Background: an optimization exercise with open tools, aiming at small area. Do not read the settings as production practice. Function was checked by simulation only, so behaviour that the tests miss may differ from the original. Power figures rest on the tool's default switching activity, not on a simulated workload.

==> flow/config.mk <==
export PLATFORM = sky130hd
export DESIGN_NAME = lock_by_sequence_detector_pro
export DESIGN_NICKNAME = lock_by_sequence_detector_pro
export VERILOG_FILES = /design/flow/design.v
export SDC_FILE = /design/flow/constraint.sdc
export NUM_CORES = 4
export LEC_CHECK = 0
export CAP_MARGIN = 20
export CORE_MARGIN = 2
export CORE_UTILIZATION = 40
export SLEW_MARGIN = 20
==> flow/constraint.sdc <==
create_clock -name core_clock -period 10.0 [get_ports {clk}]
set_input_delay 2.0000 -clock core_clock [delete_from_list [all_inputs] [get_ports {clk}]]
set_output_delay 2.0000 -clock core_clock [all_outputs]
set_load 0.01 [all_outputs]
==> flow/design.v <==
`timescale 1ns/1ns
module lock_by_sequence_detector_pro(clk, rst, BTN, code_8bit, digit_seg, digit_cath, R_N5_T5, G_R3_T6);
parameter code2=8'b11111111;
parameter code1=8'b00000000;
parameter code0=8'b11111111;
input clk;
input rst;
input BTN;
input [7:0] code_8bit;
output [7:0] digit_seg;
output [1:0] digit_cath;
output[1:0] R_N5_T5;
output[1:0] G_R3_T6;
wire BTN_pulse;
reg [1:0] choose;
reg [1:0] cnt;
reg [23:0] code_temp;
reg self_lock;
reg correct;
reg false;
reg [1:0] R_N5_T5_temp;
reg [1:0] G_R3_T6_temp;
reg [27:0] flag_G;
reg [27:0] flag_R;
wire digit_seg_temp;
assign R_N5_T5[0] = self_lock==1?0:R_N5_T5_temp[0];
assign R_N5_T5[1] = self_lock==1?0:R_N5_T5_temp[1];
assign G_R3_T6[0] = self_lock==1?1:G_R3_T6_temp[0];
assign G_R3_T6[1] = self_lock==1?1:G_R3_T6_temp[1];
always @(posedge clk or posedge rst) begin
	if (rst) begin
		G_R3_T6_temp<=2'b11;
	end
	else if(flag_G==25000000) begin
		G_R3_T6_temp<=2'b11;
	end
	else if (correct) begin
		G_R3_T6_temp<=0;
	end
	else begin
		G_R3_T6_temp<=G_R3_T6_temp;
	end
end
always @(posedge clk or posedge rst) begin
	if (rst) begin
		flag_G<=0;
	end
	else if (G_R3_T6_temp==0) begin
		flag_G<=flag_G+1;
	end
	else begin
		flag_G<=0;
	end
end
always @(posedge clk or posedge rst) begin
	if (rst) begin
		R_N5_T5_temp<=2'b11;
	end
	else if (flag_R==25000000) begin
		R_N5_T5_temp<=2'b11;
	end
	else if (false) begin
		R_N5_T5_temp<=0;
	end
	else begin
		R_N5_T5_temp<=R_N5_T5_temp;
	end
end
always @(posedge clk or posedge rst) begin
	if (rst) begin
		flag_R<=0;
	end
	else if (R_N5_T5_temp==0) begin
		flag_R<=flag_R+1;
	end
	else begin
		flag_R<=0;
	end
end
always @(posedge clk or posedge rst) begin
	if (rst) begin
		cnt<=0;
	end
	else if (cnt==3) begin
		cnt<=0;
	end
	else if (BTN_pulse)begin
		cnt<=cnt+1;
	end
end
always @(posedge clk or posedge rst) begin
	if (rst) begin
		code_temp<=0;
	end
	else if(BTN_pulse) begin
		if (cnt==0) begin
			code_temp[7:0]<=code_8bit;
		end
		else if (cnt==1) begin
			code_temp[15:8]<=code_8bit;
		end
		else begin
			code_temp[23:16]<=code_8bit;
		end
	end
	else begin
		code_temp<=code_temp;
	end
end
always @(posedge clk or posedge rst) begin
	if (rst) begin
		choose<=0;
		self_lock<=0;
		correct<=0;
		false<=0;
	end
	else if (correct==1) begin
		correct<=0;
	end
	else if (false==1) begin
		false<=0;
	end
	else if (choose==3) begin
		self_lock<=1;
	end
	else if (cnt == 3) begin
		if (code_temp!={code2, code1, code0}) begin
			choose<=choose+1;
			false<=1;
		end
		else begin
			choose<=0;
			correct<=1;
		end
	end
end
debounce u_debounce(.clk(clk),.rst(rst),.key(~BTN),.key_pulse(BTN_pulse));
seg_scan u_decode(.clk_50M(clk),.rst_button(rst), .switch(code_8bit), .digit_seg(digit_seg), .digit_cath(digit_cath));
endmodule
 module debounce (clk,rst,key,key_pulse);
        parameter       N  =  1;                       
	input             clk;
        input             rst;
        input 	[N-1:0]   key;                         
	output  [N-1:0]   key_pulse;                   
        reg     [N-1:0]   key_rst_pre;                 
        reg     [N-1:0]   key_rst;                     
        wire    [N-1:0]   key_edge;                    
        always @(posedge clk  or  posedge rst)
          begin
             if (rst) begin
                 key_rst <= {N{1'b1}};                 
                 key_rst_pre <= {N{1'b1}};
             end
             else begin
                 key_rst <= key;                      
                 key_rst_pre <= key_rst;              
             end    
           end
        assign  key_edge = key_rst_pre & (~key_rst); 
        reg	[17:0]	  cnt;                        
        always @(posedge clk or posedge rst)
           begin
             if(rst)
                cnt <= 18'h0;
             else if(key_edge)
                cnt <= 18'h0;
             else
                cnt <= cnt + 1'h1;
             end  
        reg     [N-1:0]   key_sec_pre;                 
        reg     [N-1:0]   key_sec;                    
        always @(posedge clk  or  posedge rst)
          begin
             if (rst) 
                 key_sec <= {N{1'b1}};                
             else if (cnt==18'h3ffff)
                 key_sec <= key;  
          end
       always @(posedge clk  or  posedge rst)
          begin
             if (rst)
                 key_sec_pre <= {N{1'b1}};
             else                   
                 key_sec_pre <= key_sec;             
         end      
       assign  key_pulse = key_sec_pre & (~key_sec);     
endmodule
module seg_scan(clk_50M,rst_button, switch, digit_seg, digit_cath);
input clk_50M;  
input rst_button;
input [7:0] switch;
output reg [7:0] digit_seg;  
output [1:0] digit_cath;  
wire reset;  
assign reset = rst_button;
reg [31:0] div_count;
always @(posedge clk_50M,posedge reset)
begin
    if(reset)
        div_count <= 0;    
    else
        div_count <= div_count + 1;
end
wire [7:0] digit_display;
assign digit_display = switch;
wire [3:0] digit;
always @(*)       
begin
    case (digit)
        4'h0:  digit_seg <= 8'b11111100;  
        4'h1:  digit_seg <= 8'b01100000;   
        4'h2:  digit_seg <= 8'b11011010;
        4'h3:  digit_seg <= 8'b11110010;
        4'h4:  digit_seg <= 8'b01100110;
        4'h5:  digit_seg <= 8'b10110110;
        4'h6:  digit_seg <= 8'b10111110;
        4'h7:  digit_seg <= 8'b11100000;
        4'h8:  digit_seg <= 8'b11111110;
        4'h9:  digit_seg <= 8'b11110110;
        4'hA:  digit_seg <= 8'b11101110;
        4'hB:  digit_seg <= 8'b00111110;
        4'hC:  digit_seg <= 8'b10011100;
        4'hD:  digit_seg <= 8'b01111010;
        4'hE:  digit_seg <= 8'b10011110;
        4'hF:  digit_seg <= 8'b10001110;
    endcase
end
reg segcath_holdtime;
always @(posedge clk_50M, posedge reset)
begin
if(reset)
     segcath_holdtime <= 0;
else if (div_count[10:0] == 11'h3ff)
     segcath_holdtime <= ~segcath_holdtime;
end
assign digit_cath ={segcath_holdtime, ~segcath_holdtime};
assign digit =segcath_holdtime ? digit_display[7:4] : digit_display[3:0];
endmodule
==> flow/run.sh <==
#!/bin/bash
# synth_recipe.tcl (not shown) runs the flow's synth.tcl, then flattens the netlist and writes it again
# the make line also repeats each setting of config.mk as NAME=value (left out here)
make -C /OpenROAD-flow-scripts/flow DESIGN_CONFIG=/design/flow/config.mk WORK_HOME=/design/flow/orfs CLKGATE_MAP_FILE= SYNTH_SCRIPT=/design/flow/synth_recipe.tcl finish
==> impl_metrics.tcl <==
set metrics [dict create \
    dp_hpwl_mm 7.81 \
    fill_cells 1417 \
    slew_headroom 0.429 \
    overflow 0 \
    viasPerCell 5.41 \
    grt_pass1_wl_mm 20.1 \
    row_count 45 \
    fmax_mhz 158 \
    cts.clk_slew.worst_paths_ps 60 \
    postPlaceCellArea_sq_um 6490 \
    layout_min_cycle_time_ps 6310 \
    grt_pass1_vias 4289 \
    required_ps 8000 \
    dr_wl_met3_um 429 \
    status "complete, no violations" \
    synth.cell_area_sq_um 6130 \
    p_clk_frac 0.444 \
    portBuffers 23 \
    fin_setup_tns_ps 0 \
    ys_top_cells_by_area "dfrtp_1 48%, mux2_2 5.0%, xor2_1 4.1%" \
    ys_ff_latch 123 \
    intPower_w 0.00102 \
    drtIter0Drc 198 \
    rsz0062_at_grt "no" \
    routedLengthMet1_mm 5.59 \
    synth_ff_type "dfrtp_1" \
    hold_path.class "reg -> reg" \
    cp_max_fo 6 \
    powerDensity_nw_per_um2 192 \
    async_reset_ff_frac 1.00 \
    hold_path_depth 0 \
    syn_area_per_cell_sq_um 10.3 \
    combPwrFrac 0.110 \
    end_kind "output port" \
    yosysTopAreaCell "dfrtp_1" \
    worst_clock_skew_ps 7.94 \
    irDropWorstVdd_v 0.000115 \
    cts_tree "built" \
    ant_nets 0 \
    cts_root_buf "clkbuf_16" \
    cp-start-kind "primary input" \
    grt_max_degree 70 \
    maxUsedRoutingLayer "met4" \
    cts_max_path_buffers 2 \
    reg2regPathDepth 4 \
    post-route-drc-count 0 \
    critical_path_class "in -> out" \
    dieArea_sq_um 16300 \
    fin_crit_sh 0.631 \
    mappedNetlistNets 625 \
    firstDrtPassIters 4 \
    clock-sinks 123 \
    pin_count 25 \
    worst_slew_pin_slew_ps 857 \
    die_x_um 128 \
    vias 4411 \
    synth-edff-count 0 \
    max_cap_violations 0 \
    grt_antenna_before_repair 0 \
    nets 643 \
    core-area_sq_um 15100 \
    wl_met2_mm 5.34 \
    swShare 0.250 \
    drive_above_1_share 0.123 \
    p_leak_nw 2.89 \
    arrival_ps 4310 \
    yosysUniqueCellTypes 46 \
    n_antenna_cell 0 \
    syn2layout_area_growth_pct 15.6 \
    finalWirelength_mm 11.5 \
    clk_latency_ps 410 \
    grt_use_total 0.154 \
    slew_violations 0 \
    hold_viol_final 0 \
    pre_cts_slack_ps 3690 \
    synth_top_area_share 0.478 \
    synth_warnings 3 \
    cts_hold_buf 0 \
    p_sw_w 0.000340 \
    synthesis.instances 596 \
    cts_made_buffers 17 \
    cts-htree-levels 4 \
    power_frac_seq 0.446 \
    place.gp.congestion 0.790 \
    post_cts_buffers 0 \
    wl_per_cell_um 14.1 \
    fin_ws_ps 3690 \
    finalSetupViolations 0 \
    design_area_sq_um 7090 \
    fp.dieH_um 128 \
    cts_resized 0 \
    start_util 0.406 \
    seq_area_frac_synth 0.503 \
]
-- sequential cells by signal, indices dropped and copies added, names as in the netlist --
name,count
self_lock,1
u_decode.segcath_holdtime,1
choose,2
u_decode.div_count,11
code_temp,24
cnt,2
u_debounce.key_sec_pre,1
G_R3_T6_temp,1
u_debounce.key_sec,1
false,1
u_debounce.cnt,18
flag_R,28
u_debounce.key_rst_pre,1
R_N5_T5_temp,1
flag_G,28
correct,1
u_debounce.key_rst,1
-- Yosys cell counts (3+ instances only) --
cell        n
xor2_1     29
a21oi_1    33
nor2_1     51
or4_1      17
nor4b_1     5
o31ai_1    16
and2_1      6
xnor2_1    20
mux2_2     27
buf_4       5
nor2b_1     6
and3_1     10
nor4_1      9
nor3_1      6
and4_1     12
or3_1      16
nand4_1    25
dfrtp_1   117
nand2b_1    4
o21ai_0    19
or4b_2      3
mux2i_1     4
clkbuf_1   17
ha_1       18
nand2_1    47
inv_1      17
dfstp_2     6
nand3_1    28
-- critical path, cell delays in order --
cell,delay (ps)
clkdlybuf4s50_1,470
mux2i_1,490
inv_1,170
ha_1,260
nand2b_1,150
a21oi_1,90
a21oi_1,130
clkdlybuf4s50_1,550
-- power groups by stage --
| stage | clock [W] | combinational (W) | sequential (W) |
|---|---|---|---|
| 2_1_floorplan | 0 | 0.000119 | 0.000600 |
| 3_3_place_gp | 0 | 0.000147 | 0.000614 |
| 3_5_place_dp | 0 | 0.000153 | 0.000616 |
| 4_1_cts | 0.000621 | 0.000154 | 0.000608 |
| 5_1_grt | 0.000647 | 0.000168 | 0.000616 |
| 6_report | 0.000604 | 0.000150 | 0.000607 |
-- area by class of cell --
type,instances,area [sq um],area share
Clock inverter,15,164,0.0231
Sequential cell,123,3090,0.435
Clock buffer,17,425,0.0600
Inverter,17,66.3,0.00936
Tap cell,188,235,0.0332
Timing Repair Buffer,24,238,0.0335
Multi-Input combinational cell,431,2870,0.405
-- kinds of logic after synthesis --
kind of cell / count (synthesis) / synth area share
XOR/XNOR: 49 / 0.0700
buffers and inverters: 42 / 0.0290
multiplexers: 31 / 0.0561
AND/OR/NAND/NOR: 256 / 0.233
AO/OA/AOI/OAI: 76 / 0.0710
other: 1 / 0.000612
adder cells (fa/ha/maj): 18 / 0.0367
flip-flops: 123 / 0.503
-- layer usage --
| layer | up-vias | GRT usage |
|---|---|---|
| met5 | - | 0 |
| met4 | 0 | 0.0588 |
| met3 | 13 | 0.0442 |
| met2 | 65 | 0.241 |
| met1 | 2151 | 0.202 |
| li1 | 2182 | - |
-- through the flow --
step | power, W | utilization | std cells | hold slack, ps
after floorplan | 0.000719 | - | 596 | 354
after global placement | 0.000760 | 0.430 | 783 | 357
after detailed placement | 0.000769 | 0.430 | 783 | 364
after CTS | 0.00138 | 0.469 | 815 | 372
after global routing | 0.00143 | 0.470 | 815 | 375
final | 0.00136 | 0.470 | 815 | 370
-- layout by cell type (no fill, tap or decap), types with 3 or more instances in the layout --
master / n
and4_1: 12
clkbuf_16: 17
and3_1: 10
clkinvlp_4: 4
nor4_1: 9
o21ai_0: 19
inv_1: 16
xnor2_1: 20
mux2i_1: 3
nor2b_1: 5
xor2_1: 29
or4_1: 17
clkdlybuf4s50_1: 23
or4b_2: 3
mux2_2: 27
dfrtp_1: 117
nor2_1: 51
nor4b_1: 5
nand4_1: 25
nand2b_1: 4
and2_1: 6
nand2_1: 47
or3_1: 16
a21oi_1: 33
nand3_1: 28
o31ai_1: 16
ha_1: 18
inv_6: 5
nor3_1: 6
dfstp_2: 6
-- path summary, 6_finish.rpt --
path                       slack [ps]               start                      to
max in group asynchronous        6650                 rst              flag_R[17]
min in group asynchronous        2040                 rst   u_decode.div_count[3]
max reg2reg                      7580           flag_G[3]              flag_G[27]
min reg2reg                       370  u_debounce.key_rst  u_debounce.key_rst_pre
max                              3690        code_8bit[5]            digit_seg[1]
min                               370  u_debounce.key_rst  u_debounce.key_rst_pre

## static timing again, ports no longer ideal
Ports are ideal in the flow. The routed layout listed here was re-timed in OpenROAD.
Step 1 assumes that a clkbuf_16 drives the clock port and a buf_2 every other input.
Step 2 times the ports against the registers' clock, not the clock port: input delays grow and output delays shrink by t, the midpoint of the rising clock arrivals with the driver on.
Slacks: ideal / step 1 / step 2; pairs: ideal / step 1.
t (ns): 0.450
setup WS [ns]: 3.690 / 3.669 / 3.669
slew at the worst register clock pin (ns): 0.06 / 0.06
worst slew at a driven data input, ns: 0.04
After both steps this run still meets setup and hold. The setup slack of this run moves by -0.021 ns with the drivers and by -0.021 ns with both steps.
